What follows belongs to an exercise in optimizing a design on an open flow for small area and a short achievable clock period; a production flow would make more cautious choices.
For this run, only the layout was checked, not whether the RTL still works.

$ cat design.v
module mux_N_bit (in0, in1, mux_out, control);
	parameter N = 32;
	input [N-1:0] in0, in1;
	output [N-1:0] mux_out;
	input control;
	assign mux_out=control?in1:in0;
endmodule
module aluAdder (in_a, in_b, add_out);
	input [31:0] in_a, in_b;
	output [31:0] add_out;
	assign add_out=in_a+in_b;
endmodule
module shiftLeft2 (shift_in, shift_out);
	input [31:0] shift_in;
	output [31:0] shift_out;
	assign shift_out[31:0]={shift_in[29:0],2'b00};
endmodule
module programCounter (clk, reset, pc_in, pc_out);
	input clk, reset;
	input [6:0] pc_in;
	output [6:0] pc_out;
	reg [6:0] pc_out;
	always @ (posedge clk or posedge reset)
	begin
		if(reset==1'b1)
			pc_out<=0;
		else
			pc_out<=pc_in;
	end
endmodule
module registerFile (read_addr_1, read_addr_2, write_addr, read_data_1, read_data_2, write_data, reg_write, clk, reset);
	input [4:0] read_addr_1, read_addr_2, write_addr;
	input [31:0] write_data;
	input clk, reset, reg_write;
	output [31:0] read_data_1, read_data_2;
	reg [31:0] reg_file [31:0];
	integer k;
	assign read_data_1 = reg_file[read_addr_1];
	assign read_data_2 = reg_file[read_addr_2];
	always @(posedge clk or posedge reset)  
	begin
		if (reset==1'b1)
		begin
			for (k=0; k<32; k=k+1) 
			begin
				reg_file[k] <= 32'b0;
			end
		end 
		else if (reg_write == 1'b1) reg_file[write_addr] <= write_data; 
	end
endmodule
module controlUnit (opcode, branch, mem_read, mem_to_reg, alu_op, mem_write, alusrc, reg_write);
	input [6:0] opcode;
	output reg branch, mem_read, mem_to_reg, mem_write, alusrc, reg_write;
	output reg[1:0] alu_op;
always @(*)
begin
 case(opcode) 
 7'b0110011:   
   begin
    alusrc = 1'b0;
    mem_to_reg = 1'b0;
    reg_write = 1'b1;
    mem_read = 1'b0;
    mem_write = 1'b0;
    branch = 1 'b0;
    alu_op = 2'b10; 
   end
 7'b0000011:   
   begin
    alusrc = 1'b1;
    mem_to_reg = 1'b1;
    reg_write = 1'b1;
    mem_read = 1'b1;
    mem_write = 1'b0;
    branch = 1 'b0;
    alu_op = 2'b00; 
   end
7'b0010011:   
   begin
    alusrc = 1'b1;
    mem_to_reg = 1'b0;
    reg_write = 1'b1;
    mem_read = 1'b0;
    mem_write = 1'b0;
    branch = 1 'b0;
    alu_op = 2'b00; 
   end
 7'b0100011:   
   begin
    alusrc = 1'b1;
    mem_to_reg = 1'b0;
    reg_write = 1'b0;
    mem_read = 1'b0;
    mem_write = 1'b1;
    branch = 1 'b0;
    alu_op = 2'b00; 
   end
 7'b1100011:   
   begin
    alusrc = 1'b0;
    mem_to_reg = 1'b0;
    reg_write = 1'b0;
    mem_read = 1'b0;
    mem_write = 1'b0;
    branch = 1 'b1;
    alu_op = 2'b01; 
   end
 default: begin
    alusrc = 1'b0;
    mem_to_reg = 1'b0;
    reg_write = 1'b1;
    mem_read = 1'b0;
    mem_write = 1'b0;
    branch = 1'b0;
    alu_op = 2'b00; 
   end
 endcase
 end
endmodule
module aluControl (aluop, funct7, funct3 , out_to_alu);
	input [1:0] aluop;
	input [6:0] funct7;
    input [2:0] funct3;
	output reg[3:0] out_to_alu;
    wire [11:0] ALUControlIn;
    assign ALUControlIn = {aluop,funct7,funct3};
    always @(ALUControlIn)
    casex (ALUControlIn)
        12'b00xxxxxxxxxx: out_to_alu=4'b0010;  
        12'b01xxxxxxxxxx: out_to_alu=4'b0110 ; 
        12'b100000000000: out_to_alu=4'b0010;  
        12'b100100000000: out_to_alu=4'b0110; 
        12'b100000000111: out_to_alu=4'b0000;  
        12'b100000000110: out_to_alu=4'b0001;  
        12'b100000000011: out_to_alu=4'b0011;  
        12'b100000000100: out_to_alu=4'b0100;  
        12'b100000000101: out_to_alu=4'b0101;  
        12'b100000000111: out_to_alu=4'b0111;  
        12'b100000001000: out_to_alu=4'b1000;  
        12'b100000001001: out_to_alu=4'b1001;  
        12'b100000001010: out_to_alu=4'b1010;  
    default: out_to_alu=4'b0010;
    endcase
endmodule
module immGenerator(instruction, immOut);
   input [31:0] instruction;
   output[31:0] immOut;
   reg[31:0] IMM_OUT;
   wire[6:0] opcode;
   wire[2:0] funct3;
   assign immOut = IMM_OUT;
   assign opcode = instruction[6:0];
   assign funct3 = instruction[14:12];
   always @(*)
   casex(opcode)
        7'b0010011: IMM_OUT = { {21{instruction[31]}}, instruction[30:25], instruction[24:21], instruction[20]};    
        7'b0100011: IMM_OUT = { {21{instruction[31]}}, instruction[30:25], instruction[11:8], instruction[7]};      
        7'b0000011: IMM_OUT = { {21{instruction[31]}}, instruction[30:25], instruction[24:21], instruction[20]};    
        7'b1100011: IMM_OUT = { {20{instruction[31]}}, instruction[7], instruction[30:25], instruction[11:8], {1{1'b0}}};   
        default: IMM_OUT = 32'b0;
    endcase
endmodule
module alu(
    input [31:0] A,B, 
    input[3:0] alu_control,
    output reg [31:0] alu_result,
    output reg zero_flag 
);
    always @(*)
    begin
        case(alu_control)
        4'b0000: alu_result = A&B;
        4'b0001: alu_result = A|B;
        4'b0010: alu_result = A+B;
        4'b0110: alu_result = A-B;
        4'b0011: begin 
            if(A<B)
            alu_result = 1;
            else
            alu_result = 0;
        end
        4'b0100: alu_result = A<<B;
        4'b0111: alu_result = A>>B;
        4'b0101: alu_result = A*B;   
        4'b1000: alu_result = ~A;   
        4'b1001: alu_result = B;   
        4'b1010: alu_result = (B == 32'b0) ? 32'hFFFFFFFF : A/B;  
        default: alu_result = 32'b0;
        endcase
        if (alu_result == 0)
            zero_flag = 1'b1;
        else
            zero_flag = 1'b0;
    end
endmodule
module processor(clk, reset, imem_addr, instruction, dmem_addr, dmem_wdata, dmem_we, dmem_rdata);
	input clk, reset;
	output [4:0] imem_addr;        
	input  [31:0] instruction;     
	output [7:0] dmem_addr;        
	output [31:0] dmem_wdata;      
	output dmem_we;                
	input  [31:0] dmem_rdata;      
	wire [6:0] pc_in, pc_out;
	wire [31:0] pc_origin_al, pc_out_unsign_extended, pc_plus4;
	wire [4:0] reg_write_addr;    
	wire [31:0] reg_write_data, reg_read_data_1, reg_read_data_2;
	wire [7:0] d_mem_addr;   
	wire [31:0] d_mem_read_data;
	wire  branch, mem_read, mem_to_reg, mem_write, alusrc, reg_write;
	wire [1:0] aluop;
	wire [3:0] alu_control_out;
	wire [31:0] generated_immidiate;
	wire [31:0] shifted_immidiate;
	wire [31:0] branch_out;
	wire [31:0] branch_result;
	wire branch_decided, zero;
	wire [31:0] alu_in_b, alu_out;
	assign d_mem_addr = alu_out[7:0];
	assign pc_in = pc_origin_al[6:0];
	assign pc_out_unsign_extended = {25'b0000_0000_0000_0000_0000_00000, pc_out};  
	assign reg_write_addr = instruction[11:7];
	assign imem_addr = pc_out[6:2];
	assign dmem_addr = d_mem_addr;
	assign dmem_wdata = reg_read_data_2;
	assign dmem_we = mem_write & ~reset;
	assign d_mem_read_data = dmem_rdata;
	programCounter program_counter1 (.clk(clk), .reset(reset), .pc_in(pc_in), .pc_out(pc_out));
	registerFile register_file1 (.read_addr_1(instruction[19:15]),
                                 .read_addr_2(instruction[24:20]),
                                 .write_addr(reg_write_addr),
                                 .read_data_1(reg_read_data_1),
                                 .read_data_2(reg_read_data_2),
                                 .write_data(reg_write_data),
                                 .reg_write(reg_write),
                                 .clk(clk),
                                 .reset(reset));
	controlUnit control1 (.opcode(instruction[6:0]),
                          .branch(branch),
                          .mem_read(mem_read),
                          .mem_to_reg(mem_to_reg),
                          .alu_op(aluop),
                          .mem_write(mem_write),
                          .alusrc(alusrc),
                          .reg_write(reg_write));
	aluControl alucontrol1 (.aluop(aluop),
                            .funct7(instruction[31:25]),
                            .funct3(instruction[14:12]),
                            .out_to_alu(alu_control_out));
    immGenerator imediateGenerate1 (.instruction(instruction),.immOut(generated_immidiate));
	shiftLeft2 branch_shiftleft2 (.shift_in(generated_immidiate), .shift_out(shifted_immidiate));
	mux_N_bit #(32) mux1 (.in0(reg_read_data_2), .in1(generated_immidiate), .mux_out(alu_in_b), .control(alusrc));
	mux_N_bit #(32) mux2 (.in0(alu_out), .in1(d_mem_read_data), .mux_out(reg_write_data), .control(mem_to_reg));
	mux_N_bit #(32) mux3 (.in0(pc_plus4), .in1(branch_out), .mux_out(branch_result), .control(branch_decided));
	assign pc_origin_al = branch_result;
	alu mainAlu(.A(reg_read_data_1),
                .B(alu_in_b),
                .alu_control(alu_control_out),
                .alu_result(alu_out),
                .zero_flag(zero));
	aluAdder addAlu1 (.in_a(pc_out_unsign_extended), .in_b(32'b0100), .add_out(pc_plus4));  
	aluAdder addAlu2 (.in_a(pc_plus4), .in_b(shifted_immidiate), .add_out(branch_out));
	and (branch_decided, zero, branch);
endmodule
$ cat run.sh
#!/bin/bash
# synth_recipe.tcl (not shown) runs the flow's synth.tcl, then flattens the netlist and writes it again
# the make line also repeats each setting of config.mk as NAME=value (left out here)
make -C /OpenROAD-flow-scripts/flow DESIGN_CONFIG=/design/flow/config.mk WORK_HOME=/design/flow/orfs CLKGATE_MAP_FILE= SYNTH_SCRIPT=/design/flow/synth_recipe.tcl finish
$ cat config.mk
export PLATFORM = sky130hd
export DESIGN_NAME = processor
export DESIGN_NICKNAME = processor
export VERILOG_FILES = /design/flow/design.v
export SDC_FILE = /design/flow/constraint.sdc
export NUM_CORES = 4
export LEC_CHECK = 0
export CAP_MARGIN = 20
export CORE_MARGIN = 2
export CORE_UTILIZATION = 40
export SLEW_MARGIN = 20
$ cat constraint.sdc
create_clock -name core_clock -period 150.0 [get_ports {clk}]
set_input_delay 30.0000 -clock core_clock [delete_from_list [all_inputs] [get_ports {clk}]]
set_output_delay 30.0000 -clock core_clock [all_outputs]
set_load 0.01 [all_outputs]
==> flow_summary_export.csv <==
group,metric,value,unit
clocking,hold_buffers,0,
logic_synthesis,syn_area,101000,µm²
grt,grt_pass1_vias,104000,
cells_and_area,final_nets,13900,
logic_synthesis,ys_seq_area_share,25.6,%
worst_setup_path,worstSetupStartpointType,"input pin",
logic_synthesis,ys.flop_type,"dfrtp_1",
worst_setup_path,path_max_fanout,26,
worst_setup_path,crit_required,120.00,ns
clocking,root_buffer,"clkbuf_16",
floorplanning,initial_core_util,40.2,%
cells_and_area,final_cells,16100,
placed_design,place_area,108000,µm²
logic_synthesis,synth_warnings,7,
cells_and_area,area_delta_synth_final,11.8,%
route,wirelength,585000,µm
clocking,cts_tree,"built",
logic_synthesis,yosysTopAreaCellShare,25.6,%
worst_setup_path,crit_type,"input pin to primary output",
clocking,cts_max_path_buffers,3,
timing,period_minus_slack,145.45,ns
grt,grt_overflow,0,
floorplanning,std_cell_rows,184,
cells_and_area,final_area,113000,µm²
worst_setup_path,cpMostUsedCell,"o21a_1",
hold_path,whs_endpoint,"register_file1.reg_file[8][1]",
clocking,clkTransAtPathRegs,0.06,ns
route,drc,0,
hold_path,min_path_cells,2,
placed_design,placedCellCount,15800,
grt,gr-usage-all-layers,44.4,%
cells_and_area,fillers,24800,
worst_setup_path,crit_family,"compound AO/OA/AOI/OAI gates",
logic_synthesis,ys_seq_elements,1029,
timing,maxSlewHeadroom,11.0,%
placed_design,numPortBuffers,111,
worst_setup_path,crit_arrival,115.45,ns
worst_setup_path,slowest_delay,0.89,ns
hold_path,worstHoldPathType,"flop to flop",
floorplanning,io_pins,112,
logic_synthesis,synth_edf_count,0,
timing,setup_violations,0,
route,drt_first_pass_iters,8,
logic_synthesis,syn_inst,12700,
timing,max_freq,0.00688,GHz
worst_setup_path,critical_path_buf_inv_count,36,
floorplanning,core_area,251000,µm²
route,drt_iter0_markers,16500,
grt,grt_max_degree,161,
route,postRouteAntennaNets,0,
flow_run,cap_violations,0,
grt,grt_pass1_wl,813000,µm
clocking,numCtsBuffers,98,
hold_path,worst_hold_startpoint,"register_file1.reg_file[8][1]",
cells_and_area,drive_above_1_share,10.0,%
worst_setup_path,reg2reg_depth,377,
worst_setup_path,r2r_slack,63.05,ns
grt,grt_antenna_before_repair,64,
logic_synthesis,avgSynthCellArea,7.92,µm²
logic_synthesis,yosysUniqueCellTypes,126,
run_status,status,"no timing/DRC/antenna violations",
floorplanning,die_area,256000,µm²
worst_setup_path,path_depth,374,
timing,finClkSkew,0.0393,ns
worst_setup_path,cp-end-kind,"primary output",
floorplanning,fp.dieW,506,µm
logic_synthesis,synth_area_leaders,"dfrtp_1, ha_1, fa_1",
clocking,clk_latency,0.76,ns
floorplanning,die_y,506,µm
worst_setup_path,worst_r2r_startpoint,"register_file1.reg_file[25][15]",
route,wl_per_cell,36.3,µm
route,routed_via_density,6.82,
placed_design,dpl.hpwl,415000,µm
timing,hold_viol,0,
route,route.vias.total,110000,
logic_synthesis,synth_top_cell_by_area,"dfrtp_1",
worst_setup_path,rr_endpoint,"program_counter1.pc_out[5]",
timing,fin_crit_sh,97.0,%
timing,worst_slew_pin_slew,1.33,ns
worst_setup_path,worst_path_max_delay_cell,"a21oi_1",
timing,fin_tns_setup,0,ns
placed_design,place_congestion,1.07,
timing,slew_viol_final,0,
logic_synthesis,synth_fp_nets,13900,
clocking,htreeDepth,3,
logic_synthesis,async_flop_share,100,%
clocking,cts_sinks,1029,
==> cell usage in the layout, fill, tap and decap left out, types with 50 or more instances in the layout <==
master,count
nand2_1,2056
o21ai_0,1352
dfrtp_1,1029
ha_1,755
nor2_1,739
buf_4,555
inv_1,539
nand3_1,513
a22oi_1,498
a21oi_1,445
fa_1,411
nor3_1,272
and3_1,257
xnor2_1,254
nand4_1,244
o21a_1,199
a21o_1,162
xor2_1,134
a31oi_1,110
clkbuf_16,103
clkdlybuf4s50_1,103
nor2b_1,91
or3_1,88
mux2i_1,85
nand2b_1,79
a221oi_1,68
a2111oi_0,66
or2_2,65
nor4_1,63
mux2_2,63
a22o_1,50
and2_1,50
==> cell usage after synthesis (all sizes together) (81+ instances only) <==
library cell and n:
a2111oi 83, a21o 162, a21oi 470, a22oi 501, a31oi 140, and3 260
buf 206, clkbuf 675, dfrtp 1029, fa 411, ha 755, inv 548
mux2i 104, nand2 2095, nand2b 81, nand3 514, nand4 245, nor2 805
nor2b 94, nor3 292, nor4 85, o21a 199, o21ai 1397, or3 91
xnor2 254, xor2 134
==> flip-flops by register name, summed over array words and instances (netlist names) <==
| signal | count |
|---|---|
| register_file1.reg_file | 1024 |
| program_counter1.pc_out | 5 |
==> routing by layer <==
metal  GRT usage, %  routed length (µm)  up-vias
li1               -                   -    45500
met1           53.1              211000    52800
met2           64.5              239000     8652
met3           14.7               73200     2675
met4           36.7               61300       52
met5          0.113                 341        -
==> worst max-delay path by stage <==
stage | start | to
2_1_floorplan | instruction[23] | dmem_addr[0]
3_3_place_gp | instruction[20] | dmem_addr[0]
3_5_place_dp | instruction[2] | dmem_addr[0]
4_1_cts | instruction[2] | dmem_addr[0]
5_1_grt | instruction[20] | dmem_addr[0]
6_report | instruction[20] | dmem_addr[0]
==> per-stage QoR <==
stage          util [%]  hold WS [ns]  worst slack (ns)
2_1_floorplan         -         0.450              8.92
3_3_place_gp       43.0         0.463              1.40
3_5_place_dp       43.0         0.472             0.341
4_1_cts            44.5         0.485             0.186
5_1_grt            44.9         0.501            -0.159
6_report           44.9         0.500              4.55
==> worst reg2reg max path: cells and delay by family (launching register included) <==
| kind | cells | cell delay (ns) |
|---|---|---|
| simple gates | 109 | 25.13 |
| mux | 4 | 1.57 |
| flops | 1 | 0.40 |
| fa+ha+maj | 31 | 9.68 |
| compound gates | 199 | 43.75 |
| buf+inv | 34 | 6.33 |
==> layout make-up <==
cell class	count	area, µm²	area share (%)
multi-input combinational	10200	71000	63.1
sequential	1029	25700	22.9
timing repair buffer	691	5740	5.10
tap	3348	4190	3.72
clock buffer	137	2890	2.56
inverter	552	2080	1.85
clock inverter	44	731	0.649
antenna	48	120	0.107
==> kinds of logic after synthesis <==
group	after synthesis	share of synthesized area (%)
multiplexers	172	1.81
AO/OA/AOI/OAI	3669	23.7
XOR/XNOR	388	3.38
adder cells (fa/ha/maj)	1166	17.6
flip-flops	1029	25.6
AND/OR/NAND/NOR	4848	22.4
buffers and inverters	1433	5.65
==> timing repair <==
action | 4_1_cts | 5_1_grt
resized for setup | 3 | 125
gates cloned | 0 | 3
endpoints found under the setup margin | 1 | 3
pin swaps | 0 | 12
setup buffers | 0 | 23

-- static timing again, ports no longer ideal --
How much do the figures lean on ideal ports? The routed layout below was timed once more, with nothing changed but the port constraints.
Step 1 sets driving cells, clkbuf_16 on the clock port and buf_2 on the other inputs (assumed; they add their load-dependent delay and slew).
Step 2 moves the port delays by t, midway between the first and last clock arrival at a register: inputs arrive t later, outputs are due t later. That takes back most of the time a late clock gives input paths.
Slacks: ideal / step 1 / step 2; pairs: ideal / step 1.
t, ns: 0.809
slack for setup (ns): 4.552 / 4.527 / 4.527
hold slack, ns: 0.500 / 0.500 / 0.500
worst data-port slew with drivers (ns): 0.17
After both steps this run still meets setup and hold. For this run, drivers alone change the setup slack by -0.025 ns; drivers and shift together by -0.025 ns.
